Background: an optimization exercise with open tools, aiming at small area. Do not read the settings as production practice.
Only simulation tests tie the RTL to the original design; equivalence was not proved.
No run shown here takes its clock network from TritonCTS; it comes from the design's own scripts or RTL.
The clock input has no modelled driver; a real chip could not lean on it and would need a root buffer or a full tree.
Power and IR drop assume default switching activity.

## flow/design.v

```verilog
module Decoder_7_segment(
    input [3:0] in,
    output [6:0] seg
    );
    wire d3 = in[3], d2 = in[2], d1 = in[1], d0 = in[0];
    assign seg[6] = (~d3 & ~d2 & ~d1 & d0) | (d2 & ~d1 & ~d0);
    assign seg[5] = d2 & (d1 ^ d0);
    assign seg[4] = ~d2 & d1 & ~d0;
    assign seg[3] = (~d3 & ~d2 & ~d1 & d0) | (d2 & ~(d1 ^ d0));
    assign seg[2] = d0 | (d2 & ~d1);
    assign seg[1] = (~d2 & d1) | (d1 & d0) | (~d3 & ~d2 & d0);
    assign seg[0] = (~d3 & ~d2 & ~d1) | (d2 & d1 & d0);
endmodule
module debounce(
    input clk_in, pb,
    output reg pb_out,
    input rst
);
    localparam [19:0] P = 20'hAAAAA;
    reg [19:0] count;
    reg past;
    reg pb_sync_0, pb_sync_1, pb_stable;
    wire eq = (pb_sync_1 == pb_stable);
    wire [19:0] s = count ^ P;
    wire z = ~|s[18:0];
    wire fb = s[19] ^ s[16] ^ z;
    wire hit = s[19] & s[14];
    always @(posedge clk_in) begin
        count <= eq ? P : ({s[18:0], fb} ^ P);
        past <= ~eq & (past ? ~z : hit);
        if (rst) begin
            pb_sync_0 <= 1'b0;
            pb_sync_1 <= 1'b0;
            pb_stable <= 1'b0;
            pb_out <= 1'b0;
        end else begin
            pb_sync_0 <= pb;
            pb_sync_1 <= pb_sync_0;
            if (!eq && past)
                pb_stable <= pb_sync_1;
            pb_out <= pb_sync_1 & ~pb_stable;
        end
    end
endmodule
module sevenseg_driver(
        input clk,
        input clr,
        input [3:0] in1,
        input [3:0] in2,
        input [3:0] in3,
        input [3:0] in4,
        output [6:0] seg,
        output reg [3:0] an
        );
        localparam [9:0] P = 10'h2AA;
        reg [9:0] segclk;
        reg [3:0] digit;
        wire [9:0] s = segclk ^ P;
        wire z = ~|s[8:0];
        wire fb = s[9] ^ s[6] ^ z;
        wire load = (s == 10'h084);
        wire first = ~(an[3] | an[2]);
        wire [3:0] sel = ({4{~an[0] | first}} & in1) | ({4{~an[3] & ~first}} & in2) |
                         ({4{~an[2] & ~first}} & in3) | ({4{~an[1] & ~first}} & in4);
        always @(posedge clk) begin
            segclk <= clr ? P : ({s[8:0], fb} ^ P);
            if (clr) begin
                an <= 4'b0000;
                digit <= 4'd8;
            end else if (load) begin
                an <= first ? 4'b0111 : {an[0], an[3:1]};
                digit <= sel;
            end
        end
        Decoder_7_segment dec(digit, seg);
endmodule
module digital_clock(
    input clk,
    input en,         
    input srst,       
    input clr,        
    input hrup,
    input minup,
    output reg [3:0] s1,
    output reg [2:0] s2,
    output reg [3:0] m1,
    output reg [2:0] m2,
    output reg [3:0] h1,
    output reg [1:0] h2
    );
    reg [9:0] clkc;
    localparam [9:0] OFS = 10'd23;
    wire pre_end = &clkc;
    wire adv  = en & ~clr & ~minup & ~hrup;
    wire tick = adv & pre_end;
    wire s1_9 = s1[3] & s1[0];
    wire s2_5 = s2[2] & s2[0];
    wire m1_9 = m1[3] & m1[0];
    wire m2_5 = m2[2] & m2[0];
    wire h1_9 = h1[3] & h1[0];
    wire h_23 = h2[1] & h1[1] & h1[0];
    wire inc_s1 = tick;
    wire inc_s2 = tick & s1_9;
    wire inc_m1 = minup | (inc_s2 & s2_5);
    wire inc_m2 = inc_m1 & m1_9;
    wire inc_h  = (hrup & ~minup) | (inc_s2 & s2_5 & m1_9 & m2_5);
    wire clear = srst | clr;
    always @(posedge clk) begin
        if (srst)
            clkc <= OFS;
        else if (adv)
            clkc <= pre_end ? OFS : clkc + 10'd1;
        if (clear) begin
            s1 <= 0; s2 <= 0; m1 <= 0; m2 <= 0; h1 <= 0; h2 <= 0;
        end else begin
            if (inc_s1) s1 <= s1_9 ? 4'd0 : s1 + 4'd1;
            if (inc_s2) s2 <= s2_5 ? 3'd0 : s2 + 3'd1;
            if (inc_m1) m1 <= m1_9 ? 4'd0 : m1 + 4'd1;
            if (inc_m2) m2 <= m2_5 ? 3'd0 : m2 + 3'd1;
            if (inc_h) begin
                if (h_23) begin
                    h1 <= 4'd0; h2 <= 2'd0;
                end else if (h1_9) begin
                    h1 <= 4'd0; h2 <= h2 + 2'd1;
                end else
                    h1 <= h1 + 4'd1;
            end
        end
    end
endmodule
module Top_Module(
    input clk,  
    input rst,  
    input sw,  
    input btnC,  
    input btnU,  
    input btnR,  
    output [6:0] seg,
    output [3:0] an,
    output [7:0] led  
);
wire [3:0] s1, m1, h1;
wire [2:0] s2, m2;
wire [1:0] h2;
reg hrup, minup;
wire btnCclr, btnUclr, btnRclr;
reg btnUclr_prev, btnRclr_prev;
debounce dbC(clk, btnC, btnCclr, rst);
debounce dbU(clk, btnU, btnUclr, rst);  
debounce dbR(clk, btnR, btnRclr, rst);  
sevenseg_driver seg7(clk, rst, {2'b00, h2}, h1, {1'b0, m2}, m1, seg, an);
digital_clock clock(clk, sw, rst, btnCclr, hrup, minup, s1, s2, m1, m2, h1, h2);
always @(posedge clk) begin
    btnUclr_prev <= btnUclr;
    btnRclr_prev <= btnRclr;
    if (rst) begin
        hrup <= 1'b0;
        minup <= 1'b0;
    end else begin
        hrup <= btnUclr & ~btnUclr_prev;
        minup <= btnRclr & ~btnRclr_prev;
    end
end
assign led[7:0] = {1'b0, s2, s1};
endmodule
```

## flow/flow/run.sh

```bash
#!/bin/bash
# Own layout flow:
#  1. the standard synthesis (kept as std_1_2_yosys.v for reference);
#  2. the same synthesis again with an area-oriented ABC script for the
#     combinational logic (own_synth.tcl, area.abc), once per ABC seed; the
#     smallest netlist whose registers match the standard synthesis (names and
#     cells) is used, or the standard netlist if none does;
#  3. the standard ORFS layout from floorplan to finish, with a smaller clock
#     tree built by manual_cts.tcl and the smallest buffer on the ports.
# Each tool's output goes to a log file in this folder.
set -euo pipefail
W=$PWD
F=$W/flow
R=$W/orfs/results/$FLOW_PLATFORM/Top_Module/base
L=$W/orfs/logs/$FLOW_PLATFORM/Top_Module/base

bash standard.sh synth > $W/log_std_synth.txt 2>&1
cp $R/1_2_yosys.v $W/std_1_2_yosys.v
cp $L/1_2_yosys.log $W/log_std_yosys.txt

# Own synthesis, once per ABC random seed (in parallel, each in its own ORFS
# work folder); the smallest netlist whose registers match the standard
# synthesis is used.
regs() { grep -oE '^\s*sky130_fd_sc_hd__(df|sdf|edf)[a-z0-9_]* +[^ ]+' "$1" | sed -E 's/_[0-9]+ / /; s/^\s*//' | sort; }
SEEDS=${OWN_SYNTH_SEEDS:-1 2 3 4 5 6 7 8}
n=0
for S in $SEEDS; do
  H=$W/syn_s$S
  mkdir -p $H
  sed "s/&deepsyn -T 60/\&deepsyn -T 60 -S $S/" $F/area.abc > $H/area.abc
  OWN_ABC_SCRIPT=$H/area.abc bash standard.sh WORK_HOME=$H SYNTH_SCRIPT=$F/own_synth.tcl ADDER_MAP_FILE= \
    $H/results/$FLOW_PLATFORM/Top_Module/base/1_2_yosys.v > $W/log_own_synth_s$S.txt 2>&1 &
  n=$((n + 1))
  if (( n % ${NUM_CORES:-4} == 0 )); then wait || true; fi
done
wait || true
best=""; best_area=""
for S in $SEEDS; do
  H=$W/syn_s$S
  v=$H/results/$FLOW_PLATFORM/Top_Module/base/1_2_yosys.v
  st=$H/reports/$FLOW_PLATFORM/Top_Module/base/synth_stat.txt
  cp $H/logs/$FLOW_PLATFORM/Top_Module/base/1_2_yosys.log $W/log_own_yosys_s$S.txt 2>/dev/null || true
  [[ -s $v && -s $st ]] || { echo "own synthesis seed $S: failed"; continue; }
  if ! diff <(regs $W/std_1_2_yosys.v) <(regs $v) > $W/log_reg_diff_s$S.txt; then
    echo "own synthesis seed $S: registers differ from the standard synthesis"; continue
  fi
  a=$(awk '/Chip area for module/ {print $NF}' $st | tail -1)
  echo "own synthesis seed $S: area $a, registers match ($(regs $v | wc -l))"
  if [[ -z $best_area ]] || awk -v a="$a" -v b="$best_area" 'BEGIN { exit !(a < b) }'; then best=$v; best_area=$a; fi
done
if [[ -n $best ]]; then
  echo "using $best ($best_area)"
  cp $best $R/1_2_yosys.v
else
  echo "no own synthesis usable; using the standard netlist"
  cp $W/std_1_2_yosys.v $R/1_2_yosys.v
fi
touch $R/1_2_yosys.v

export OWN_CTS_CELL=${OWN_CTS_CELL:-sky130_fd_sc_hd__inv_8}
export OWN_CTS_ROOT=${OWN_CTS_ROOT:-sky130_fd_sc_hd__inv_4}
export OWN_RESULTS=$R
export PLATFORM_DIR=$FLOW_HOME/platforms/$FLOW_PLATFORM
LIMIT=${OWN_SLEW_LIMIT_PS:-120}
ok=0
bash standard.sh "BUFFER_PORTS_ARGS=-buffer_cell sky130_fd_sc_hd__buf_1" place > $W/log_orfs_place.txt 2>&1
for fan in ${OWN_CTS_FANS:-26 23 20 18 16 14}; do
  export OWN_CTS_MAXFAN=$fan
  bash standard.sh clean_cts clean_route clean_finish > /dev/null 2>&1 || true
  bash standard.sh \
    "PRE_CTS_TCL=$F/manual_cts.tcl" \
    "BUFFER_PORTS_ARGS=-buffer_cell sky130_fd_sc_hd__buf_1" \
    finish > $W/log_orfs_layout_fan$fan.txt 2>&1 || continue
  openroad -no_init -exit $F/clk_slew.tcl > $W/log_clk_slew_fan$fan.txt 2>&1 || continue
  slew=$(awk '/^OWN_CLK_SLEW_PS/ {print $2}' $W/log_clk_slew_fan$fan.txt)
  echo "manual clock tree, at most $fan sinks per buffer: worst clock-pin slew $slew ps"
  if awk -v s="$slew" -v l="$LIMIT" 'BEGIN { exit !(s > 0 && s <= l) }'; then ok=1; break; fi
done
if [[ $ok == 0 ]]; then
  echo "manual clock trees too slow; using TritonCTS"
  bash standard.sh clean_cts clean_route clean_finish > /dev/null 2>&1 || true
  bash standard.sh \
    "BUFFER_PORTS_ARGS=-buffer_cell sky130_fd_sc_hd__buf_1" \
    finish > $W/log_orfs_layout_tritoncts.txt 2>&1
fi
```

## flow/flow/area.abc

```
strash
&get -n
&fraig -x
&put
scorr
dc2
strash
&get -n
&deepsyn -T 60
&put
strash
&get -n
&dch -f
&nf -R 1000
&put
strash
&get -n
&dch -f
&nf -R 1000
&put
```

## flow/flow/clk_slew.tcl

```tcl
set P $::env(PLATFORM_DIR)
set R $::env(OWN_RESULTS)
read_lef $P/lef/sky130_fd_sc_hd.tlef
read_lef $P/lef/sky130_fd_sc_hd_merged.lef
read_liberty $P/lib/sky130_fd_sc_hd__tt_025C_1v80.lib
read_db $R/6_final.odb
read_sdc $R/6_final.sdc
source $P/setRC.tcl
read_spef $R/6_final.spef
set_propagated_clock [all_clocks]
set worst 0
foreach pin [all_registers -clock_pins -edge_triggered] {
  foreach edge {rise fall} {
    foreach a {min max} {
      set worst [expr { max($worst, [sta::time_ui_sta [get_property $pin slew_${a}_$edge]] * 1e12) }]
    }
  }
}
puts "OWN_CLK_SLEW_PS $worst"
puts "OWN_SETUP_WS [worst_slack -max]"
puts "OWN_HOLD_WS [worst_slack -min]"
```

## flow/flow/manual_cts.tcl

```tcl
# Clock tree for a small design, used instead of TritonCTS (ORFS's PRE_CTS_TCL
# hook): the flip-flops are split into groups of at most OWN_CTS_MAXFAN by
# position (k-means with a size cap),
# each group is driven by one clock buffer of type OWN_CTS_CELL placed at the
# group's centre, and the clock port drives only those buffers. ORFS's own
# clock_tree_synthesis call is then skipped; the rest of its CTS step (detailed
# placement, timing repair) runs as usual.
set maxfan [expr { [info exists ::env(OWN_CTS_MAXFAN)] ? $::env(OWN_CTS_MAXFAN) : 16 }]
set cell [expr { [info exists ::env(OWN_CTS_CELL)] ? $::env(OWN_CTS_CELL) : "sky130_fd_sc_hd__clkbuf_8" }]

set block [ord::get_db_block]
set clknet [[$block findBTerm clk] getNet]

# sinks: every instance pin on the clock net
set sinks {}
foreach it [$clknet getITerms] {
  set inst [$it getInst]
  set bb [$inst getBBox]
  lappend sinks [list $it [expr { ([$bb xMin] + [$bb xMax]) / 2.0 }] [expr { ([$bb yMin] + [$bb yMax]) / 2.0 }]]
}
set n [llength $sinks]
set k [expr { ($n + $maxfan - 1) / $maxfan }]
set cap [expr { ($n + $k - 1) / $k }]
puts "manual CTS: $n sinks, $k buffers of $cell, at most $cap sinks each"

# k-means, started from sinks spread along x
set sorted [lsort -real -index 1 $sinks]
set cx {}; set cy {}
for { set j 0 } { $j < $k } { incr j } {
  set s [lindex $sorted [expr { int(($j + 0.5) * $n / $k) }]]
  lappend cx [lindex $s 1]; lappend cy [lindex $s 2]
}
for { set iter 0 } { $iter < 50 } { incr iter } {
  # nearest centre with room left, sinks with the most to lose placed first
  set order {}
  set idx 0
  foreach s $sinks {
    set ds {}
    for { set j 0 } { $j < $k } { incr j } {
      lappend ds [list $j [expr { abs([lindex $s 1] - [lindex $cx $j]) + abs([lindex $s 2] - [lindex $cy $j]) }]]
    }
    set ds [lsort -real -index 1 $ds]
    set regret [expr { $k > 1 ? [lindex $ds 1 1] - [lindex $ds 0 1] : 0 }]
    lappend order [list $idx $regret $ds]
    incr idx
  }
  set order [lsort -real -decreasing -index 1 $order]
  set assign [lrepeat $n 0]
  set load [lrepeat $k 0]
  foreach o $order {
    foreach d [lindex $o 2] {
      set j [lindex $d 0]
      if { [lindex $load $j] < $cap } {
        lset assign [lindex $o 0] $j
        lset load $j [expr { [lindex $load $j] + 1 }]
        break
      }
    }
  }
  set nx {}; set ny {}
  for { set j 0 } { $j < $k } { incr j } {
    set sx 0.0; set sy 0.0; set c 0
    foreach s $sinks a $assign {
      if { $a == $j } { set sx [expr { $sx + [lindex $s 1] }]; set sy [expr { $sy + [lindex $s 2] }]; incr c }
    }
    if { $c > 0 } { lappend nx [expr { $sx / $c }]; lappend ny [expr { $sy / $c }] } else { lappend nx [lindex $cx $j]; lappend ny [lindex $cy $j] }
  }
  set cx $nx; set cy $ny
}

set master [[ord::get_db] findMaster $cell]
# input and output pin of a buffer or inverter cell
proc io_iterms { inst } {
  set in ""; set out ""
  foreach it [$inst getITerms] {
    if { [$it getSigType] ne "SIGNAL" } { continue }
    if { [$it getIoType] eq "INPUT" } { set in $it }
    if { [$it getIoType] eq "OUTPUT" } { set out $it }
  }
  return [list $in $out]
}
set drv $clknet
# (an inverting group cell always gets an inverting root, so the flip-flops see
# the clock's own polarity)
if { $k > 4 || [string match "*inv*" $cell] } {
  set rcell [expr { [info exists ::env(OWN_CTS_ROOT)] ? $::env(OWN_CTS_ROOT) : "sky130_fd_sc_hd__clkbuf_8" }]
  set root [odb::dbInst_create $block [[ord::get_db] findMaster $rcell] "clkbuf_own_root"]
  set drv [odb::dbNet_create $block "clknet_own_root"]
  $drv setSigType CLOCK
  lassign [io_iterms $root] rin rout
  $rin connect $clknet
  $rout connect $drv
  set sx 0.0; set sy 0.0
  foreach x $cx y $cy { set sx [expr { $sx + $x }]; set sy [expr { $sy + $y }] }
  $root setLocation [expr { int($sx / $k) }] [expr { int($sy / $k) }]
  $root setPlacementStatus PLACED
}
for { set j 0 } { $j < $k } { incr j } {
  set buf [odb::dbInst_create $block $master "clkbuf_own_$j"]
  set net [odb::dbNet_create $block "clknet_own_$j"]
  $net setSigType CLOCK
  lassign [io_iterms $buf] bin bout
  $bin connect $drv
  $bout connect $net
  set c 0
  foreach s $sinks a $assign {
    if { $a == $j } {
      set it [lindex $s 0]
      $it disconnect
      $it connect $net
      incr c
    }
  }
  $buf setLocation [expr { int([lindex $cx $j]) }] [expr { int([lindex $cy $j]) }]
  $buf setPlacementStatus PLACED
  puts "manual CTS: buffer $j drives $c sinks at [expr { int([lindex $cx $j]) }] [expr { int([lindex $cy $j]) }]"
}
$clknet setSigType CLOCK

set_propagated_clock [all_clocks]
proc clock_tree_synthesis { args } {
  puts "manual CTS: clock_tree_synthesis skipped"
}
proc repair_clock_inverters { args } {}
```

## flow/flow/own_synth.tcl

```tcl
# The standard synthesis (synth_recipe.tcl, ORFS's synth.tcl) with only the ABC
# script of the combinational mapping replaced by an area-oriented one. The
# registers are mapped before ABC runs, so they keep the standard names and cells.
proc abc {args} {
  set i [lsearch -exact $args -script]
  if { $i >= 0 } {
    lset args [expr { $i + 1 }] $::env(OWN_ABC_SCRIPT)
  }
  yosys abc {*}$args
}
source [file join [file dirname [file dirname [file normalize [info script]]]] synth_recipe.tcl]
```

## flow/standard.sh

```bash
#!/bin/bash
# synth_recipe.tcl (not shown) runs the flow's synth.tcl, then flattens the netlist and writes it again
# the make line also repeats each setting of config.mk as NAME=value (left out here)
make -C /OpenROAD-flow-scripts/flow DESIGN_CONFIG=/design/flow/config.mk WORK_HOME=/design/flow/orfs CLKGATE_MAP_FILE= SYNTH_SCRIPT=/design/flow/synth_recipe.tcl "${@:-finish}"
```

## flow/config.mk

```make
export PLATFORM = sky130hd
export DESIGN_NAME = Top_Module
export DESIGN_NICKNAME = Top_Module
export VERILOG_FILES = /design/flow/design.v
export SDC_FILE = /design/flow/constraint.sdc
export NUM_CORES = 4
export LEC_CHECK = 0
export CAP_MARGIN = 20
export CORE_MARGIN = 2
export CORE_UTILIZATION = 75
export SLEW_MARGIN = 20
```

## flow/constraint.sdc

```tcl
create_clock -name core_clock -period 10.0 [get_ports {clk}]
set_input_delay 2.0000 -clock core_clock [delete_from_list [all_inputs] [get_ports {clk}]]
set_output_delay 2.0000 -clock core_clock [all_outputs]
set_load 0.01 [all_outputs]
```

==> results of run 1 <==
-- placed cells by master (no fill, tap or decap), types with 2 or more instances in the layout --
| master | count |
|---|---|
| dfxtp_1 | 127 |
| nor2_1 | 67 |
| nand2_1 | 48 |
| a21oi_1 | 28 |
| nor3_1 | 23 |
| buf_1 | 23 |
| o21ai_0 | 14 |
| nor2b_1 | 11 |
| nand4_1 | 9 |
| and3_1 | 9 |
| xnor2_1 | 8 |
| clkinv_1 | 6 |
| nand2b_1 | 6 |
| nor3b_1 | 6 |
| xor2_1 | 5 |
| and2_0 | 5 |
| inv_8 | 5 |
| nor4_1 | 4 |
| a21o_1 | 4 |
| a22o_1 | 3 |
| mux2i_1 | 3 |
| nand4b_1 | 2 |
| a31oi_1 | 2 |
| a222oi_1 | 2 |
| o21a_1 | 2 |
-- per-layer routing --
metal	global-route usage, %	routed length, um
met2	41.33	3122
met3	1.412	178
met5	0	0
met4	3.818	97
met1	27.86	2883
-- per-stage QoR --
stage                     util, %  instances  power (uW)  worst slack, ns
after floorplan                 -        401       543.0            4.706
after global placement      80.92        494       548.8            4.359
after detailed placement    80.92        494       549.8            4.151
after CTS                   82.14        500       713.6            4.422
after global routing        82.14        500       733.6            3.909
final                       82.14        500       705.7            4.330
-- report_power, final --
part	internal, uW	switching, uW	leakage (uW)
combinational	8.66	13.4	0.000516
sequential	513	4.34	0.00103
clock	19.3	148	0.0000347
-- worst max-delay path by stage --
stage	from	endpoint	slack (ns)	cells past startpoint
2_1_floorplan	sw	clock.h2[1]	4.71	18
3_3_place_gp	sw	clock.h2[1]	4.36	19
3_5_place_dp	sw	clock.h2[1]	4.15	19
4_1_cts	sw	clock.h2[1]	4.42	19
5_1_grt	sw	clock.h2[1]	3.91	19
6_report	sw	clock.h2[1]	4.33	19
-- layout make-up --
class                      count  area share (%)
multi-input combinational    267           33.05
inverter                      12           2.028
timing repair buffer          24           2.237
sequential                   127           60.60
tap                           70           2.088
-- registers in the layout, summed over array words and instances (netlist names), 4 cells and up --
| register | count |
|---|---|
| clock.clkc | 10 |
| clock.h1 | 4 |
| clock.m1 | 4 |
| clock.s1 | 4 |
| dbC.count | 20 |
| dbR.count | 20 |
| dbU.count | 20 |
| seg7.an | 4 |
| seg7.digit | 4 |
| seg7.segclk | 10 |
==> impl_metrics.tcl, run 1 <==
set metrics [dict create \
    ff2ff_setup_slack_ns 5.52 \
    ir_worst_vdd_mv 0.1472 \
    slowest_delay_ns 0.35 \
    setup_violations 0 \
    route.detailed.drc 0 \
    crit_family "simple AND/OR/NAND/NOR gates" \
    dieArea_um2 5875 \
    max_cap_violations 0 \
    synth_area_um2 3959 \
    vias 2777 \
    hold_viol_final 0 \
    syn2layout_area_growth_pct 5.973 \
    cp_num_buf_inv 1 \
    drive_gt1_share_pct 1.628 \
    hold_class "reg2reg" \
    overflow 0 \
    start_kind "input pin" \
    grt_max_degree 34 \
    crit_path_top_delay_cell "nor2b_1" \
    crit_top_cell "and3_1" \
    multi_input_area_um2 1386 \
    coreArea_um2 5107 \
    rr_endpoint "clock.h2[1]" \
    placementRows 26 \
    nets 438 \
    drt_wl_total_mm 6.282 \
    syn_inst 401 \
    portBuffers 23 \
    syn_nets 407 \
    worst_slew_pin_slew_ns 0.8494 \
    insertion_delay_ns 0.24 \
    cp.required_ns 10.12 \
    stdcell_area_um2 4195 \
    grt_pass1_vias 2661 \
    place_congestion 0.8479 \
    clk_pin_slew_worst_paths_ns 0.11 \
    dpl.hpwl_mm 4.512 \
    finalSetupTns_ns 0 \
    drv_slew 0 \
    whs_ns 0.3566 \
    n_antenna_cell 0 \
    crit_chain "buf_1 -> and3_1 -> and4_1 -> and3_1 -> and3_1 -> and3_1 -> and2_0 -> and3_1 -> a21oi_1 -> nor2b_1 -> and3_1 -> a21oi_1 -> nor2_1 -> nand2_1 -> nor2_1 -> and2_0 -> o21ai_0 -> o21ai_0 -> nor2_1" \
    io_pins 25 \
    fill_cells 329 \
    hold-path-cell-count 0 \
    antenna_left 0 \
    drt_iter0_drc 159 \
    cts_setup_buffers 0 \
    cp-end-kind "register" \
    start_util_pct 77.51 \
    power.density_nw_per_um2 168.2 \
    whs_endpoint "btnUclr_prev" \
    grt_pass1_wl_mm 11.03 \
    hold_start "dbU.pb_out" \
    synth_warnings 4 \
    avgRoutedWirePerCell_um 12.56 \
    die_x_um 76.65 \
    p_leak_uw 0.001579 \
    cts_resized 0 \
    viasPerCell 5.554 \
    r2r_cells 19 \
    die-height_um 76.65 \
    synth.avg_cell_area_um2 9.872 \
    r2r-start "minup" \
    hold_buffers 0 \
    regArea_um2 2542 \
    fmax_mhz 176.4 \
    critPathArrivalTime_ns 5.79 \
    period_minus_slack_ns 5.670 \
    finalCritPeriodShare_pct 56.70 \
    crit_fanout 7 \
    path_class "in2reg" \
    drtPass1Iterations 4 \
    place_area_um2 4133 \
    status "finished clean" \
    antenna_found_initial 0 \
    grt_use_total_pct 21.83 \
    rsz0062_at_grt "no" \
    slew-limit-headroom_pct 43.18 \
    skew_ns 0.008797 \
]
==> run 2: changes to the inputs <==
--- a/flow/flow/run.sh
+++ b/flow/flow/run.sh
@@ -27,7 +27,7 @@
 for S in $SEEDS; do
   H=$W/syn_s$S
   mkdir -p $H
-  sed "s/&deepsyn -T 60/\&deepsyn -T 60 -S $S/" $F/area.abc > $H/area.abc
+  sed "s/&deepsyn -T 120/\&deepsyn -T 120 -S $S/" $F/area.abc > $H/area.abc
   OWN_ABC_SCRIPT=$H/area.abc bash standard.sh WORK_HOME=$H SYNTH_SCRIPT=$F/own_synth.tcl ADDER_MAP_FILE= \
     $H/results/$FLOW_PLATFORM/Top_Module/base/1_2_yosys.v > $W/log_own_synth_s$S.txt 2>&1 &
   n=$((n + 1))
--- a/flow/flow/area.abc
+++ b/flow/flow/area.abc
@@ -6,7 +6,7 @@
 dc2
 strash
 &get -n
-&deepsyn -T 60
+&deepsyn -T 120
 &put
 strash
 &get -n
==> run 2 against run 1 <==
Compared with the run above: area after synthesis stayed put; first-iteration DRC count unchanged; flip-flop and latch count did not move; final cell count did not move; clock skew stayed put; register-to-register slack barely moved; combinational power is essentially flat; maximum frequency stayed put; critical path depth is the same; synthesized cell count is the same; die area unchanged; largest cell class unchanged.
==> impl_metrics.tcl, run 2 <==
set metrics [dict create \
    status "finished clean" \
    setup_violations 0 \
    start_util_pct 77.51 \
    avgRoutedWirePerCell_um 12.56 \
    cp-end-kind "register" \
    synth_warnings 4 \
    overflow 0 \
    crit_fanout 7 \
    max_cap_violations 0 \
    vias 2777 \
    reg_top3 "dbC.count (20), dbR.count (20), dbU.count (20)" \
    slowest_delay_ns 0.35 \
    syn_inst 401 \
    mostFrequentLayoutCell "dfxtp_1" \
    placementRows 26 \
    drive_gt1_share_pct 1.628 \
    crit_top_cell "and3_1" \
    hold_buffers 0 \
    portBuffers 23 \
    rr_endpoint "clock.h2[1]" \
    crit_path_top_delay_cell "nor2b_1" \
    whs_endpoint "btnUclr_prev" \
    place_worst_setup_slack_ns 4.151 \
    grt_max_degree 34 \
    slew-limit-headroom_pct 43.18 \
    grt_pass1_vias 2661 \
    skew_ns 0.008797 \
    drtPass1Iterations 4 \
    cp_num_buf_inv 1 \
    place_congestion 0.8479 \
    worst_slew_pin_slew_ns 0.8494 \
    crit_chain "buf_1 -> and3_1 -> and4_1 -> and3_1 -> and3_1 -> and3_1 -> and2_0 -> and3_1 -> a21oi_1 -> nor2b_1 -> and3_1 -> a21oi_1 -> nor2_1 -> nand2_1 -> nor2_1 -> and2_0 -> o21ai_0 -> o21ai_0 -> nor2_1" \
    finalCritPeriodShare_pct 56.70 \
    mostFrequentLayoutCells "dfxtp_1, nor2_1, nand2_1" \
    synth_area_um2 3959 \
    n_antenna_cell 0 \
    path_class "in2reg" \
    clk_pin_slew_worst_paths_ns 0.11 \
    die_x_um 76.65 \
    fin_ws_ns 4.330 \
    r2r_cells 19 \
    ff2ff_setup_slack_ns 5.52 \
    ir_worst_vdd_mv 0.1472 \
    drt_iter0_drc 159 \
    synth.avg_cell_area_um2 9.872 \
    power.density_nw_per_um2 168.2 \
    drt_wl_total_mm 6.282 \
    dpl.hpwl_mm 4.512 \
    hold_class "reg2reg" \
    r2r-start "minup" \
    fmax_mhz 176.4 \
    cp.required_ns 10.12 \
    cts_resized 0 \
    die-height_um 76.65 \
    io_pins 25 \
    route.detailed.drc 0 \
    critPathArrivalTime_ns 5.79 \
    crit_family "simple AND/OR/NAND/NOR gates" \
    period_minus_slack_ns 5.670 \
    hold_viol_final 0 \
    p_leak_uw 0.001579 \
    drv_slew 0 \
    cts_setup_buffers 0 \
    hold_start "dbU.pb_out" \
    antenna_left 0 \
    hold-path-cell-count 0 \
    insertion_delay_ns 0.24 \
    rsz0062_at_grt "no" \
    finalSetupTns_ns 0 \
    start_kind "input pin" \
    syn2layout_area_growth_pct 5.973 \
    coreArea_um2 5107 \
    viasPerCell 5.554 \
    nets 438 \
    dieArea_um2 5875 \
    antenna_found_initial 0 \
    syn_nets 407 \
    grt_pass1_wl_mm 11.03 \
    grt_use_total_pct 21.83 \
]
run 2: how the worst max path moves through the flow:
stage | start | end | slack [ns] | cells past startpoint
global route | sw | clock.h2[1] | 3.91 | 19
detailed placement | sw | clock.h2[1] | 4.15 | 19
CTS | sw | clock.h2[1] | 4.42 | 19
global placement | sw | clock.h2[1] | 4.36 | 19
finish | sw | clock.h2[1] | 4.33 | 19
floorplan | sw | clock.h2[1] | 4.71 | 18
run 2: cell type report:
cell class,count,area [um^2]
fill,329,912.1
inverter,12,85.08
multi-input combinational,267,1386
sequential,127,2542
tap,70,87.58
timing repair buffer,24,93.84
run 2: report_power, final:
group / total, uW / internal (uW) / switching (uW)
Sequential: 517 / 513 / 4.34
Clock: 167 / 19.3 / 148
Combinational: 22.0 / 8.66 / 13.4
run 2: stage by stage:
step / power [uW] / area, um^2 / hold slack [ns] / util, % / std cells
final: 705.7 / 4195 / 0.3566 / 82.14 / 500
after global routing: 733.6 / 4195 / 0.3740 / 82.14 / 500
after CTS: 713.6 / 4195 / 0.3601 / 82.14 / 500
after detailed placement: 549.8 / 4133 / 0.3356 / 80.92 / 494
after global placement: 548.8 / 4133 / 0.3305 / 80.92 / 494
after floorplan: 543.0 / 3959 / 0.3232 / - / 401
run 2: metal layers:
layer	share of wire, %	vias up	global-route usage, %
met2	50	53	41.33
met5	0	-	0
met3	2.8	8	1.412
met4	1.5	0	3.818
li1	-	1422	-
met1	46	1294	27.86
==> run 3: changes to the inputs <==
--- a/flow/design.v
+++ b/flow/design.v
@@ -53,17 +53,18 @@
         output reg [3:0] an
         );
         localparam [9:0] P = 10'h2AA;
+        localparam [9:0] X = 10'h210;
         reg [9:0] segclk;
         reg [3:0] digit;
         wire [9:0] s = segclk ^ P;
         wire z = ~|s[8:0];
         wire fb = s[9] ^ s[6] ^ z;
-        wire load = (s == 10'h084);
+        wire load = z & ~s[9];
         wire first = ~(an[3] | an[2]);
         wire [3:0] sel = ({4{~an[0] | first}} & in1) | ({4{~an[3] & ~first}} & in2) |
                          ({4{~an[2] & ~first}} & in3) | ({4{~an[1] & ~first}} & in4);
         always @(posedge clk) begin
-            segclk <= clr ? P : ({s[8:0], fb} ^ P);
+            segclk <= clr ? (X ^ P) : ({s[8:0], fb} ^ P);
             if (clr) begin
                 an <= 4'b0000;
                 digit <= 4'd8;
--- a/flow/flow/run.sh
+++ b/flow/flow/run.sh
@@ -27,7 +27,7 @@
 for S in $SEEDS; do
   H=$W/syn_s$S
   mkdir -p $H
-  sed "s/&deepsyn -T 120/\&deepsyn -T 120 -S $S/" $F/area.abc > $H/area.abc
+  sed "s/&deepsyn -T 60/\&deepsyn -T 60 -S $S/" $F/area.abc > $H/area.abc
   OWN_ABC_SCRIPT=$H/area.abc bash standard.sh WORK_HOME=$H SYNTH_SCRIPT=$F/own_synth.tcl ADDER_MAP_FILE= \
     $H/results/$FLOW_PLATFORM/Top_Module/base/1_2_yosys.v > $W/log_own_synth_s$S.txt 2>&1 &
   n=$((n + 1))
--- a/flow/flow/area.abc
+++ b/flow/flow/area.abc
@@ -6,7 +6,7 @@
 dc2
 strash
 &get -n
-&deepsyn -T 120
+&deepsyn -T 60
 &put
 strash
 &get -n
==> run 3 against run 2 <==
Compared with the run above: die area hardly changed; clock power about the same; area after synthesis about the same; combinational power rose by 16%; flip-flop and latch count is the same; routed wire length increased by 5.0%; largest cell class unchanged; final cell count rose by 0.40%; utilization shrank 0.074 points; synthesized cell count is 0.50% higher.
==> impl_metrics.tcl, run 3 <==
set metrics [dict create \
    status "finished clean" \
    clk_pin_slew_worst_paths_ns 0.11 \
    power.density_nw_per_um2 170.6 \
    finalCritPeriodShare_pct 52.79 \
    regArea_um2 2542 \
    fin_ws_ns 4.721 \
    skew_ns 0.005887 \
    antenna_found_initial 0 \
    n_antenna_cell 0 \
    hold_buffers 0 \
    hold-path-cell-count 0 \
    overflow 0 \
    p_leak_uw 0.001590 \
    drtPass1Iterations 4 \
    syn_nets 409 \
    viasPerCell 5.625 \
    crit_fanout 7 \
    drt_iter0_drc 199 \
    grt_max_degree 35 \
    fill_cells 317 \
    start_kind "input pin" \
    gr-usage-met1_pct 29.37 \
    grt_pass1_vias 2677 \
    syn_inst 403 \
    whs_ns 0.3636 \
    reg_top3 "dbC.count (20), dbR.count (20), dbU.count (20)" \
    rsz0062_at_grt "no" \
    rr_endpoint "clock.h2[1]" \
    grt-busiest-layer "met2" \
    power_uw 714.9 \
    mostFrequentLayoutCells "dfxtp_1, nor2_1, nand2_1" \
    ff2ff_setup_slack_ns 5.92 \
    avgRoutedWirePerCell_um 13.15 \
    dpl.hpwl_mm 4.861 \
    crit_top_cell "and3_1" \
    max_cap_violations 0 \
    start_util_pct 77.44 \
    antenna_left 0 \
    place_worst_setup_slack_ns 4.492 \
    coreArea_um2 5107 \
    ir_worst_vdd_mv 0.1648 \
    r2r_cells 16 \
    crit_path_top_delay_cell "nor2b_1" \
    synth_area_um2 3955 \
    grt_use_total_pct 22.80 \
    portBuffers 23 \
    period_minus_slack_ns 5.279 \
    synth.avg_cell_area_um2 9.814 \
    die-height_um 76.62 \
    multi_input_area_um2 1401 \
    cp.required_ns 10.15 \
    syn2layout_area_growth_pct 5.979 \
    synth_warnings 4 \
    insertion_delay_ns 0.25 \
    dieArea_um2 5871 \
    drt_wl_total_mm 6.599 \
    hold_viol_final 0 \
    finalSetupTns_ns 0 \
    die_x_um 76.62 \
    worst_slew_pin_slew_ns 0.8260 \
    drv_slew 0 \
    fmax_mhz 189.4 \
    slew-limit-headroom_pct 44.75 \
    vias 2824 \
    nets 440 \
    cp-end-kind "register" \
    grtUsageMet2_pct 42.65 \
    io_pins 25 \
    drive_gt1_share_pct 1.620 \
    final_util_pct 82.07 \
    grt_pass1_wl_mm 11.50 \
    cts_resized 0 \
    placementRows 26 \
    r2r-start "minup" \
    crit_chain "buf_1 -> and3_1 -> and4_1 -> and3_1 -> and3_1 -> and3_1 -> and2_0 -> a41oi_1 -> nor2b_1 -> and3_1 -> a21oi_1 -> nor2_1 -> nand2_1 -> nor2_1 -> nor2_1 -> a22o_1" \
    slowest_delay_ns 0.39 \
    setup_violations 0 \
    cts_setup_buffers 0 \
    met3_usage_pct 2.251 \
    route.detailed.drc 0 \
    place_congestion 0.7958 \
    path_class "in2reg" \
    hold_class "reg2reg" \
    hold_start "dbR.pb_out" \
    critPathArrivalTime_ns 5.43 \
    mostFrequentLayoutCell "dfxtp_1" \
    whs_endpoint "btnRclr_prev" \
]
run 3: routing by layer:
layer  part of all wire [%]  up-vias
met5                      0        -
met4                   0.26        0
met3                    3.8        2
met2                     50       61
met1                     46     1320
li1                       -     1441
run 3: critical path, delay by kind of cell:
kind / cells / cell delay, ns
AOI/OAI and AO/OA: 3 / 0.52
buffers and inverters: 1 / 0.08
and+or+nand+nor: 12 / 2.80
run 3: worst max-delay path by stage:
stage / start / to / slack (ns) / depth (start not counted)
after floorplan: sw / clock.h2[1] / 5.01 / 15
after global placement: sw / clock.h2[1] / 4.71 / 16
after detailed placement: sw / clock.h2[1] / 4.49 / 16
after CTS: sw / clock.h2[1] / 4.76 / 16
after global routing: sw / clock.h2[1] / 4.35 / 16
final: sw / clock.h2[1] / 4.72 / 16
run 3: layout make-up:
type / instances / area share, %
Inverter: 7 / 1.582
Multi-Input combinational cell: 274 / 33.43
Sequential cell: 127 / 60.66
Tap cell: 70 / 2.090
Timing Repair Buffer: 24 / 2.239
run 3: through the flow:
stage / cell area (um^2) / std cells
6_report: 4192 / 502
5_1_grt: 4192 / 502
4_1_cts: 4192 / 502
3_5_place_dp: 4129 / 496
3_3_place_gp: 4129 / 496
2_1_floorplan: 3955 / 403
run 3: power by group:
part           internal [uW]  switching, uW  leakage [uW]  total (uW)
Clock                   19.3            150     0.0000347         170
Combinational           9.51           16.1      0.000525        25.6
Sequential               514           5.57       0.00103         520
Total                    543            172       0.00159         715
==> run 4: changes to the inputs <==
--- a/flow/flow/run.sh
+++ b/flow/flow/run.sh
@@ -2,9 +2,10 @@
 # Own layout flow:
 #  1. the standard synthesis (kept as std_1_2_yosys.v for reference);
 #  2. the same synthesis again with an area-oriented ABC script for the
-#     combinational logic (own_synth.tcl, area.abc), once per ABC seed; the
-#     smallest netlist whose registers match the standard synthesis (names and
-#     cells) is used, or the standard netlist if none does;
+#     combinational logic (own_synth.tcl, area_a.abc, area_b.abc), once per
+#     ABC script and seed; the smallest netlist whose registers match the
+#     standard synthesis (names and cells) is used, or the standard netlist if
+#     none does;
 #  3. the standard ORFS layout from floorplan to finish, with a smaller clock
 #     tree built by manual_cts.tcl and the smallest buffer on the ports.
 # Each tool's output goes to a log file in this folder.
@@ -18,34 +19,35 @@
 cp $R/1_2_yosys.v $W/std_1_2_yosys.v
 cp $L/1_2_yosys.log $W/log_std_yosys.txt
 
-# Own synthesis, once per ABC random seed (in parallel, each in its own ORFS
-# work folder); the smallest netlist whose registers match the standard
-# synthesis is used.
+# Own synthesis, once per ABC script and random seed (in parallel, each in its
+# own ORFS work folder); the smallest netlist whose registers match the
+# standard synthesis is used.
 regs() { grep -oE '^\s*sky130_fd_sc_hd__(df|sdf|edf)[a-z0-9_]* +[^ ]+' "$1" | sed -E 's/_[0-9]+ / /; s/^\s*//' | sort; }
-SEEDS=${OWN_SYNTH_SEEDS:-1 2 3 4 5 6 7 8}
+# each run is an ABC script (area_a.abc or area_b.abc) and a deepsyn seed
+RUNS=${OWN_SYNTH_RUNS:-a1 a2 a3 a4 b1 b2 b3 b4}
 n=0
-for S in $SEEDS; do
-  H=$W/syn_s$S
+for S in $RUNS; do
+  H=$W/syn_$S
   mkdir -p $H
-  sed "s/&deepsyn -T 60/\&deepsyn -T 60 -S $S/" $F/area.abc > $H/area.abc
+  sed "s/&deepsyn -T 60/\&deepsyn -T 60 -S ${S:1}/" $F/area_${S:0:1}.abc > $H/area.abc
   OWN_ABC_SCRIPT=$H/area.abc bash standard.sh WORK_HOME=$H SYNTH_SCRIPT=$F/own_synth.tcl ADDER_MAP_FILE= \
-    $H/results/$FLOW_PLATFORM/Top_Module/base/1_2_yosys.v > $W/log_own_synth_s$S.txt 2>&1 &
+    $H/results/$FLOW_PLATFORM/Top_Module/base/1_2_yosys.v > $W/log_own_synth_$S.txt 2>&1 &
   n=$((n + 1))
   if (( n % ${NUM_CORES:-4} == 0 )); then wait || true; fi
 done
 wait || true
 best=""; best_area=""
-for S in $SEEDS; do
-  H=$W/syn_s$S
+for S in $RUNS; do
+  H=$W/syn_$S
   v=$H/results/$FLOW_PLATFORM/Top_Module/base/1_2_yosys.v
   st=$H/reports/$FLOW_PLATFORM/Top_Module/base/synth_stat.txt
-  cp $H/logs/$FLOW_PLATFORM/Top_Module/base/1_2_yosys.log $W/log_own_yosys_s$S.txt 2>/dev/null || true
-  [[ -s $v && -s $st ]] || { echo "own synthesis seed $S: failed"; continue; }
-  if ! diff <(regs $W/std_1_2_yosys.v) <(regs $v) > $W/log_reg_diff_s$S.txt; then
-    echo "own synthesis seed $S: registers differ from the standard synthesis"; continue
+  cp $H/logs/$FLOW_PLATFORM/Top_Module/base/1_2_yosys.log $W/log_own_yosys_$S.txt 2>/dev/null || true
+  [[ -s $v && -s $st ]] || { echo "own synthesis run $S: failed"; continue; }
+  if ! diff <(regs $W/std_1_2_yosys.v) <(regs $v) > $W/log_reg_diff_$S.txt; then
+    echo "own synthesis run $S: registers differ from the standard synthesis"; continue
   fi
   a=$(awk '/Chip area for module/ {print $NF}' $st | tail -1)
-  echo "own synthesis seed $S: area $a, registers match ($(regs $v | wc -l))"
+  echo "own synthesis run $S: area $a, registers match ($(regs $v | wc -l))"
   if [[ -z $best_area ]] || awk -v a="$a" -v b="$best_area" 'BEGIN { exit !(a < b) }'; then best=$v; best_area=$a; fi
 done
 if [[ -n $best ]]; then
==> flow/flow/area_a.abc (new file) <==
strash
&get -n
&fraig -x
&put
scorr
dc2
strash
&get -n
&deepsyn -T 60
&put
strash
&get -n
&dch -f
&nf -R 1000
&put
strash
&get -n
&dch -f
&nf -R 1000
&put
==> flow/flow/area_b.abc (new file) <==
strash
&get -n
&deepsyn -T 60
&put
strash
&get -n
&dch -f
&nf -R 1000
&put
strash
&get -n
&dch -f
&nf -R 1000
&put
removed: flow/flow/area.abc
==> run 4 against run 3 <==
Compared with the run above: first-iteration DRC count is 41% lower; sequential share of layout area is 0.22 points lower; largest power group unchanged; via count is 1.1% higher; maximum frequency is 3.3% lower; critical endpoint is now clock.h1[3]; area after synthesis hardly changed; global-route usage is 0.069 points higher; sequential power hardly changed; synthesized cell count is 0.50% higher; still clean; largest cell class unchanged; clock power is 6% higher; combinational power hardly changed; critical path type unchanged; critical path depth stayed put; highest routed layer unchanged.
==> impl_metrics.tcl, run 4 <==
set metrics [dict create \
    cp.required_ns 10.17 \
    dpl.cell_count 498 \
    insertion_delay_ns 0.27 \
    cts_resized 0 \
    cp-end-kind "register" \
    power_frac_comb_pct 3.5 \
    portBuffers 23 \
    hold_buffers 0 \
    avgRoutedWirePerCell_um 12.88 \
    whs_endpoint "btnRclr_prev" \
    synth_warnings 4 \
    hold_start "dbR.pb_out" \
    cts_setup_buffers 0 \
    mostFrequentLayoutCell "dfxtp_1" \
    n_antenna_cell 0 \
    cp_num_buf_inv 1 \
    die-height_um 76.65 \
    slowest_delay_ns 0.43 \
    crit_family "simple AND/OR/NAND/NOR gates" \
    clk_pin_slew_worst_paths_ns 0.11 \
    skew_ns 0.01559 \
    drv_slew 0 \
    fin_ws_ns 4.541 \
    crit_path_top_delay_cell "or4_1" \
    path_class "in2reg" \
    multi_input_area_um2 1394 \
    syn2layout_area_growth_pct 6.258 \
    vias 2854 \
    drive_gt1_share_pct 1.839 \
    hold_class "reg2reg" \
    syn_nets 411 \
    drtPass1Iterations 4 \
    max_cap_violations 0 \
    die_x_um 76.65 \
    antenna_left 0 \
    grt_max_degree 35 \
    fill_cells 333 \
    ff2ff_setup_slack_ns 5.70 \
    place_congestion 0.8108 \
    drt_iter0_drc 118 \
    start_kind "input pin" \
    status "finished clean" \
    grt_pass1_vias 2689 \
    finalSetupTns_ns 0 \
    slew-limit-headroom_pct 45.47 \
    net-switching-power_uw 178.6 \
    r2r_cells 16 \
    rsz0062_at_grt "no" \
    crit_fanout 7 \
    finalCritPeriodShare_pct 54.59 \
    overflow 0 \
    swShare_pct 24.63 \
    ir_worst_vdd_mv 0.1361 \
    r2r-start "minup" \
    drt_wl_total_mm 6.506 \
    reg_top3 "dbC.count (20), dbR.count (20), dbU.count (20)" \
    dpl.hpwl_mm 4.773 \
    finalNonFillerCells 505 \
    p_leak_uw 0.001575 \
    period_minus_slack_ns 5.459 \
    synth.avg_cell_area_um2 9.775 \
    nets 443 \
    grt_use_total_pct 22.87 \
    hold-path-cell-count 0 \
    setup_violations 0 \
    place_worst_setup_slack_ns 4.321 \
    route.detailed.drc 0 \
    crit_chain "buf_1 -> and3_1 -> and4_1 -> and3_1 -> and3_1 -> and3_1 -> and2_0 -> and3_1 -> a21oi_1 -> nor2b_1 -> a41oi_1 -> nor2_1 -> and2_0 -> nand2_1 -> or4_1 -> o32ai_1" \
    internal-power_uw 546.6 \
    regArea_um2 2542 \
    placementRows 26 \
    fmax_mhz 183.2 \
    syn_inst 405 \
    power_uw 725.2 \
    crit_top_cell "and3_1" \
    worst_slew_pin_slew_ns 0.8152 \
    antenna_found_initial 0 \
    rr_endpoint "clock.h1[3]" \
    synth_area_um2 3959 \
    mostFrequentLayoutCells "dfxtp_1, nor2_1, nand2_1" \
    coreArea_um2 5107 \
    power.density_nw_per_um2 172.4 \
    start_util_pct 77.51 \
    p_seq_share_pct 71.7 \
    hold_viol_final 0 \
    io_pins 25 \
    grt_pass1_wl_mm 11.45 \
    pwr-share-clk_pct 24.8 \
    dieArea_um2 5875 \
    viasPerCell 5.651 \
    critPathArrivalTime_ns 5.62 \
]
==> run 4: worst max path at each step <==
stage | startpoint | end | slack [ns] | depth (start not counted)
finish | sw | clock.h1[3] | 4.54 | 16
global route | sw | clock.h1[3] | 4.18 | 16
CTS | sw | clock.h1[3] | 4.59 | 16
detailed placement | sw | clock.h1[3] | 4.32 | 16
global placement | sw | clock.h1[3] | 4.52 | 16
floorplan | sw | clock.h1[3] | 4.81 | 15
==> run 4: through the flow <==
| step | utilization, % | area [um^2] | hold WS (ns) |
|---|---|---|---|
| floorplan | - | 3959 | 0.3232 |
| global placement | 80.92 | 4133 | 0.3317 |
| detailed placement | 80.92 | 4133 | 0.3369 |
| CTS | 82.36 | 4207 | 0.3479 |
| global route | 82.36 | 4207 | 0.3623 |
| finish | 82.36 | 4207 | 0.3457 |
==> run 4: cell type report <==
type,instances,area share (%)
inverter,11,2.112
timing repair buffer,24,2.231
sequential,127,60.44
tap,70,2.082
multi-input combinational,273,33.14
==> run 4: power by group through the flow <==
stage,clock [uW],combinational [uW],sequential (uW)
2_1_floorplan,0,18.3,530
3_3_place_gp,0,24.9,530
3_5_place_dp,0,25.7,531
4_1_cts,186,25.8,520
5_1_grt,204,29.7,521
6_report,180,25.7,520
==> run 4: per-layer routing <==
layer	GRT usage (%)	share of wire, %
met5	0	0
met2	42.30	49
met4	4.364	1.4
met3	1.765	3.5
met1	29.74	46
==> run 5: changes to the inputs <==
--- a/flow/flow/run.sh
+++ b/flow/flow/run.sh
@@ -24,7 +24,7 @@
 # standard synthesis is used.
 regs() { grep -oE '^\s*sky130_fd_sc_hd__(df|sdf|edf)[a-z0-9_]* +[^ ]+' "$1" | sed -E 's/_[0-9]+ / /; s/^\s*//' | sort; }
 # each run is an ABC script (area_a.abc or area_b.abc) and a deepsyn seed
-RUNS=${OWN_SYNTH_RUNS:-a1 a2 a3 a4 b1 b2 b3 b4}
+RUNS=${OWN_SYNTH_RUNS:-a1 a2 a3 a4 a5 a6 a7 a8 b11 b12 b13 b14 b15 b16 b17 b18}
 n=0
 for S in $RUNS; do
   H=$W/syn_$S
==> run 5 against run 4 <==
Compared with the run above: maximum frequency down 0.88%; register-to-register slack worse by 0.08 ns; still clean; utilization down 0.47 points; power down 1.3%; clock skew down 0.0053 ns.
==> impl_metrics.tcl, run 5 <==
set metrics [dict create \
    placementRows 26 \
    cp-end-kind "register" \
    max_cap_violations 0 \
    endpoint "clock.h2[1]" \
    status "finished clean" \
    drv_slew 0 \
    p_leak_uw 0.001566 \
    r2r-start "minup" \
    crit_family "simple AND/OR/NAND/NOR gates" \
    nets 439 \
    rr_endpoint "clock.h2[1]" \
    hold_buffers 0 \
    ir_worst_vdd_mv 0.1398 \
    dieArea_um2 5858 \
    route.detailed.drc 0 \
    mostFrequentLayoutCells "dfxtp_1, nor2_1, nand2_1" \
    place_congestion 0.8259 \
    grt_use_total_pct 21.98 \
    die-height_um 76.54 \
    crit_top_cell "and3_1" \
    synth_area_um2 3946 \
    overflow 0 \
    cts_setup_buffers 0 \
    hold_viol_final 0 \
    drt_iter0_drc 130 \
    slew-limit-headroom_pct 44.78 \
    grt_max_degree 35 \
    final_util_pct 81.90 \
    cp_num_buf_inv 1 \
    antenna_found_initial 0 \
    dpl.hpwl_mm 4.525 \
    antenna_left 0 \
    syn_inst 402 \
    path_class "in2reg" \
    synth_warnings 4 \
    skew_ns 0.01030 \
    cts_resized 0 \
    start_util_pct 77.27 \
    vias 2775 \
    crit_path_top_delay_cell "nor2b_1" \
    grt_pass1_wl_mm 11.10 \
    grt_pass1_vias 2627 \
    met3_usage_pct 2.014 \
    viasPerCell 5.539 \
    power.density_nw_per_um2 171.2 \
    slowest_delay_ns 0.34 \
    crit_fanout 7 \
    cp.required_ns 10.19 \
    grtUsageMet2_pct 41.24 \
    rsz0062_at_grt "no" \
    hold_class "reg2reg" \
    reg_top3 "dbC.count (20), dbR.count (20), dbU.count (20)" \
    insertion_delay_ns 0.25 \
    setup_violations 0 \
    grt-busiest-layer "met2" \
    worst_slew_pin_slew_ns 0.8255 \
    r2r_cells 17 \
    gr-usage-met1_pct 28.22 \
    finalCritPeriodShare_pct 55.07 \
    drt_wl_total_mm 6.312 \
    io_pins 25 \
    syn_nets 408 \
    n_antenna_cell 0 \
    coreArea_um2 5107 \
    drive_gt1_share_pct 1.624 \
    start_kind "input pin" \
    whs_ns 0.3496 \
    die_x_um 76.54 \
    crit_cells 17 \
    fmax_mhz 181.6 \
    mostFrequentLayoutCell "dfxtp_1" \
    ff2ff_setup_slack_ns 5.62 \
    crit_chain "buf_1 -> and3_1 -> and4_1 -> and3_1 -> and3_1 -> and3_1 -> and2_0 -> and3_1 -> a21oi_1 -> nor2b_1 -> and3_1 -> a21oi_1 -> nor2_1 -> and2_0 -> nor2b_1 -> o21ai_0 -> a21oi_1" \
    clk_pin_slew_worst_paths_ns 0.11 \
    period_minus_slack_ns 5.507 \
    finalSetupTns_ns 0 \
    drtPass1Iterations 4 \
    syn2layout_area_growth_pct 5.992 \
    critPathArrivalTime_ns 5.70 \
    startpoint "sw" \
    avgRoutedWirePerCell_um 12.60 \
    portBuffers 23 \
    synth.avg_cell_area_um2 9.817 \
]
run 5: how the worst min path moves through the flow:
| stage | startpoint | to | slack [ns] | cells past startpoint |
|---|---|---|---|---|
| floorplan | dbR.pb_out | btnRclr_prev | 0.32 | 0 |
| global placement | dbR.pb_out | btnRclr_prev | 0.33 | 0 |
| detailed placement | dbU.pb_out | btnUclr_prev | 0.33 | 0 |
| CTS | dbU.pb_out | btnUclr_prev | 0.35 | 0 |
| global route | dbR.pb_out | btnRclr_prev | 0.36 | 0 |
| finish | dbU.pb_out | btnUclr_prev | 0.35 | 0 |
run 5: metrics by stage:
stage	setup WS, ns	cells	instance area, um^2	total power (uW)
after floorplan	4.870	402	3946	548.1
after global placement	4.531	495	4120	555.4
after detailed placement	4.364	495	4120	556.9
after CTS	4.564	501	4183	722.3
after global routing	4.158	501	4183	744.8
final	4.493	501	4183	716.1
run 5: final cells by class:
class / count / area [um^2]
fill: 333 / 924.6
tap: 70 / 87.58
inverter: 11 / 81.33
multi-input combinational: 269 / 1378
sequential: 127 / 2542
timing repair buffer: 24 / 93.84
run 5: power breakdown:
part / internal (uW) / total (uW) / switching (uW)
registers: 514 / 520 / 5.43
logic: 9.59 / 25.9 / 16.3
clock network: 19.3 / 171 / 151
run 5: metal layers:
| metal | up-vias | part of all wire, % |
|---|---|---|
| li1 | 1426 | - |
| met1 | 1292 | 47 |
| met2 | 47 | 49 |
| met3 | 10 | 2.9 |
| met4 | 0 | 1.6 |
| met5 | - | 0 |
run 5: worst reg2reg max path: cells and delay by family (launching register included):
family           cells  cell delay, ns
AO/OA/AOI/OAI        4            0.47
AND/OR/NAND/NOR     13            3.48
flip-flops           1            0.37

port drivers added, routing unchanged:
How much do the figures lean on ideal ports? The routed layouts below were timed once more, with nothing changed but the port constraints. Step 1: set_driving_cell puts a clkbuf_16 on clk and a buf_2 on each other input, an assumption about the parent block. Step 2 times the ports against the registers' clock, not the clock port: input delays grow and output delays shrink by t, the midpoint of the rising clock arrivals with the driver on. Slacks: ideal ports / drivers / drivers and shift; pairs: ideal ports / drivers.
run	shift t [ns]	slack for setup (ns)	slew at the worst register clock pin (ns)
run 1	0.272	4.330 / 4.338 / 4.067	0.11 / 0.11
run 2	0.272	4.330 / 4.338 / 4.067	0.11 / 0.11
run 3	0.275	4.721 / 4.728 / 4.454	0.12 / 0.11
run 4	0.298	4.541 / 4.553 / 4.255	0.11 / 0.11
run 5	0.284	4.493 / 4.503 / 4.219	0.12 / 0.12
After both steps setup and hold are still met in every run listed. The setup slack of run 4, which loses most, moves by +0.012 ns with the drivers and by -0.286 ns with both steps.
